This design comes from an exercise in tuning for small area, a short achievable clock period and few clock cycles per item on the open sky130 flow, not from production work.
RTL that was checked went through simulation tests only; none was proved equivalent to the original.
Power and IR drop assume default switching activity.

== run 1 ==
Design SHA, start of the top module:
module SHA(
	input logic PCLK_IN,
	input logic [4:0] PADDR_IN,
	input logic PRESETn_IN,
	input logic PSEL_IN,
	input logic PENABLE_IN,
	input logic PWRITE_IN,
	input logic [31:0] PWDATA_IN,
	output logic PREADY_OUT,
	output logic [31:0] PRDATA_OUT);
Settings: LEC_CHECK=0, CAP_MARGIN=20, CORE_MARGIN=2, CORE_UTILIZATION=50, GPL_TIMING_DRIVEN=1, PLACE_DENSITY=0.6, SLEW_MARGIN=20, TNS_END_PERCENT=5; clock period 11.0 ns.
standard.sh (not shown) runs the stock make flow with config.mk's settings and CLKGATE_MAP_FILE= SYNTH_SCRIPT=/design/flow/synth_recipe.tcl, a recipe that flattens the netlist after the stock synthesis.
==> flow/flow/run.sh <==
#!/bin/bash
# The standard layout, with repair_timing aiming for a larger setup slack and
# a clock tree without dummy loads.
set -euo pipefail
bash standard.sh SETUP_SLACK_MARGIN=8.0 "CTS_ARGS=-sink_clustering_enable -repair_clock_nets -dont_use_dummy_load" finish > standard.log 2>&1
Input-level comparison between run 2 and run 1:
==> flow/flow/run.sh <==
#!/bin/bash
# The standard layout, with repair_timing aiming for a larger setup slack.
set -euo pipefail
bash standard.sh SETUP_SLACK_MARGIN=8.0 finish > standard.log 2>&1
==> comparison <==
- In terms of number of setup violations in the final report, run 1 and run 2 differ only marginally.
- Min number of clock buffer instances in the layout across run 1 and run 2: run 1
- Run 2: fraction of power consumed by the clock network is 5.0 points higher than what run 1 reported.
- Looking at critical path launch point, the c[1]$_DFF_P_ result is from run 1; the b[2]$_DFF_P_ one comes from run 2.
- | share of the clock period used by the worst path | run 2 vs run 1 | 0.49 points higher |
- Per the comparison of run 2 with run 1, least setup slack across all paths after layout -0.054 ns, weighted congestion reported at the end of routability-driven placement ~0 delta, total clock network power +24%, fraction of synthesis flops using an asynchronous set or reset pin ~0 delta, fraction of power consumed by combinational cells -2.3 points.
- Run 2 | stages: all done | timing, DRC, antenna: all pass
- Run 1 | status: complete | timing, DRC, antenna: pass
The inputs of run 3 differ from those of run 2 as listed below.
==> flow/flow/run.sh <==
#!/bin/bash
# The standard layout, with repair_timing aiming for a larger setup slack.
set -euo pipefail
bash standard.sh SETUP_SLACK_MARGIN=7.5 finish > standard.log 2>&1
### Flow results
On combinational fraction of design power, the lower figure sits with run 3, not run 2. Delta (run 3 minus run 2): cell count held; utilization -0.46 points. | non-clock buffer count | lower: run 3 |. Compared run 3 vs run 2, and part of the total power dissipated in sequential elements is up in run 3. [compare] base=run 2 new=run 3: flip-flop and latch share of the layout cell area increased by 0.38 points relative to the old numbers, layout-stage area growth over the synthesis result decreased by 0.90 points relative to the old numbers.
No functional check of the RTL was part of any run of this note.

========
SHA, a different RTL version from the one above (not shown whole).
Size in the first run: roughly 4900 cells after synthesis, roughly 1500 flip-flops, about 75 I/O pins, roughly 0.054 sq mm of cells after synthesis.
export LEC_CHECK = 0
export CAP_MARGIN = 20
export CORE_MARGIN = 2
export CORE_UTILIZATION = 50
export GPL_TIMING_DRIVEN = 0
export PLACE_DENSITY = 0.6
export SLEW_MARGIN = 20
export TNS_END_PERCENT = 5
create_clock -name core_clock -period 11.0 [get_ports {PCLK_IN}]
==> flow/flow/run.sh <==
#!/bin/bash
# The standard layout with: the standard synthesis script, its logic mapped
# by a delay-oriented ABC script; repair_timing aiming for a larger setup slack;
# a clock tree of larger sink clusters without dummy loads; buf_2 port buffers.
set -euo pipefail
here=$PWD
{ head -1 synth_recipe.tcl; sed "s|@ABC_SCRIPT@|$here/flow/delay.abc|" flow/abc_override.tcl; tail -n +2 synth_recipe.tcl; } > my_synth.tcl
bash standard.sh SYNTH_SCRIPT=$here/my_synth.tcl SETUP_SLACK_MARGIN=7.8 \
  "CTS_ARGS=-sink_clustering_enable -repair_clock_nets -dont_use_dummy_load -sink_clustering_size 24 -sink_clustering_max_diameter 100" \
  "BUFFER_PORTS_ARGS=-buffer_cell sky130_fd_sc_hd__buf_2" \
  finish > standard.log 2>&1
==> flow/flow/abc_override.tcl <==
# Map the logic with a delay-oriented ABC script (structural hashing, then a
# choice computation and a delay-driven cut mapping), instead of
# ORFS's abc_speed.script. Only the combinational mapping changes.
proc abc {args} {
  set i [lsearch -exact $args -script]
  if {$i >= 0} { set args [lreplace $args $i [expr {$i + 1}] -script @ABC_SCRIPT@] }
  yosys abc {*}$args
}
==> flow/flow/delay.abc <==
strash; dch; map -D 1500; topo; buffer -c; upsize -c; dnsize -c
Testbench counts at the start, summed over its fixed seeds: cycles 34,095, blocks 397.
Then changed:
--- a/flow/flow/run.sh
+++ b/flow/flow/run.sh
@@ -6,5 +6,5 @@
 here=$PWD
 { head -1 synth_recipe.tcl; sed "s|@ABC_SCRIPT@|$here/flow/delay.abc|" flow/abc_override.tcl; tail -n +2 synth_recipe.tcl; } > my_synth.tcl
-bash standard.sh SYNTH_SCRIPT=$here/my_synth.tcl SETUP_SLACK_MARGIN=7.8 \
+bash standard.sh SYNTH_SCRIPT=$here/my_synth.tcl SETUP_SLACK_MARGIN=7.9 \
   "CTS_ARGS=-sink_clustering_enable -repair_clock_nets -dont_use_dummy_load -sink_clustering_size 24 -sink_clustering_max_diameter 100" \
   "BUFFER_PORTS_ARGS=-buffer_cell sky130_fd_sc_hd__buf_2" \
Settings changed: GPL_TIMING_DRIVEN 0 to 1.
Cell area is lower by 1.2%.
Die area stays the same.
Non-clock buffer count is lower by 152.
Via count is lower by 4.3%.
Area after synthesis stays the same.
Then changed:
--- a/flow/flow/run.sh
+++ b/flow/flow/run.sh
@@ -6,5 +6,5 @@
 here=$PWD
 { head -1 synth_recipe.tcl; sed "s|@ABC_SCRIPT@|$here/flow/delay.abc|" flow/abc_override.tcl; tail -n +2 synth_recipe.tcl; } > my_synth.tcl
-bash standard.sh SYNTH_SCRIPT=$here/my_synth.tcl SETUP_SLACK_MARGIN=7.9 \
+bash standard.sh SYNTH_SCRIPT=$here/my_synth.tcl SETUP_SLACK_MARGIN=7.7 \
   "CTS_ARGS=-sink_clustering_enable -repair_clock_nets -dont_use_dummy_load -sink_clustering_size 24 -sink_clustering_max_diameter 100" \
   "BUFFER_PORTS_ARGS=-buffer_cell sky130_fd_sc_hd__buf_2" \
What happened: Fmax went down slightly; setup slack is worse by 0.014 ns; global-route usage went down by 0.16 points; via count went down slightly; synthesized area is unchanged; non-clock buffer count went down by 32; worst hold slack is better by 0.0031 ns; design area went down slightly; die area is unchanged; wire length went down slightly.
Then changed:
--- a/flow/flow/run.sh
+++ b/flow/flow/run.sh
@@ -6,5 +6,5 @@
 here=$PWD
 { head -1 synth_recipe.tcl; sed "s|@ABC_SCRIPT@|$here/flow/delay.abc|" flow/abc_override.tcl; tail -n +2 synth_recipe.tcl; } > my_synth.tcl
-bash standard.sh SYNTH_SCRIPT=$here/my_synth.tcl SETUP_SLACK_MARGIN=7.7 \
+bash standard.sh SYNTH_SCRIPT=$here/my_synth.tcl SETUP_SLACK_MARGIN=7.8 \
   "CTS_ARGS=-sink_clustering_enable -repair_clock_nets -dont_use_dummy_load -sink_clustering_size 24 -sink_clustering_max_diameter 100" \
   "BUFFER_PORTS_ARGS=-buffer_cell sky130_fd_sc_hd__buf_2" \
- wire length rises slightly
- cell count barely changes
- sequential share of layout area falls by 0.30 points
- design area rises slightly
- setup slack gets better by 0.032 ns
- global-route usage rises by 0.11 points
- worst hold slack is about the same

separate check: timing with driven ports:
The results above use ideal ports. As a check the final layouts listed here were re-extracted and re-timed, cells and wires unchanged. Step 1 assumes that a clkbuf_16 drives the clock port and a buf_2 every other input. Step 2 moves the port delays by t, midway between the first and last clock arrival at a register: inputs arrive t later, outputs are due t later. That takes back most of the time a late clock gives input paths. Three values: ideal, step 1, step 2; two values: the first two.
| run | shift t [ns] | setup slack, ns | worst setup path at the end |
|---|---|---|---|
| run 1 | 0.815 | 6.779 / 6.779 / 6.468 | input to register |
| run 2 | 0.835 | 6.725 / 6.725 / 6.479 | input to register |
| run 3 | 0.838 | 6.695 / 6.696 / 6.471 | input to register |
| the first run of note 2 | 0.734 | 7.231 / 7.282 / 6.548 | input to register |
| the second run of note 2 | 0.734 | 7.584 / 7.507 / 6.772 | input to register |
| the third run of note 2 | 0.730 | 7.570 / 7.547 / 6.818 | input to register |
| the fourth run of note 2 | 0.733 | 7.602 / 7.513 / 6.780 | input to register |
After both steps setup and hold are still met in every run listed. For the fourth run of note 2, which loses most, drivers alone change the setup slack by -0.089 ns; drivers and shift together by -0.822 ns.
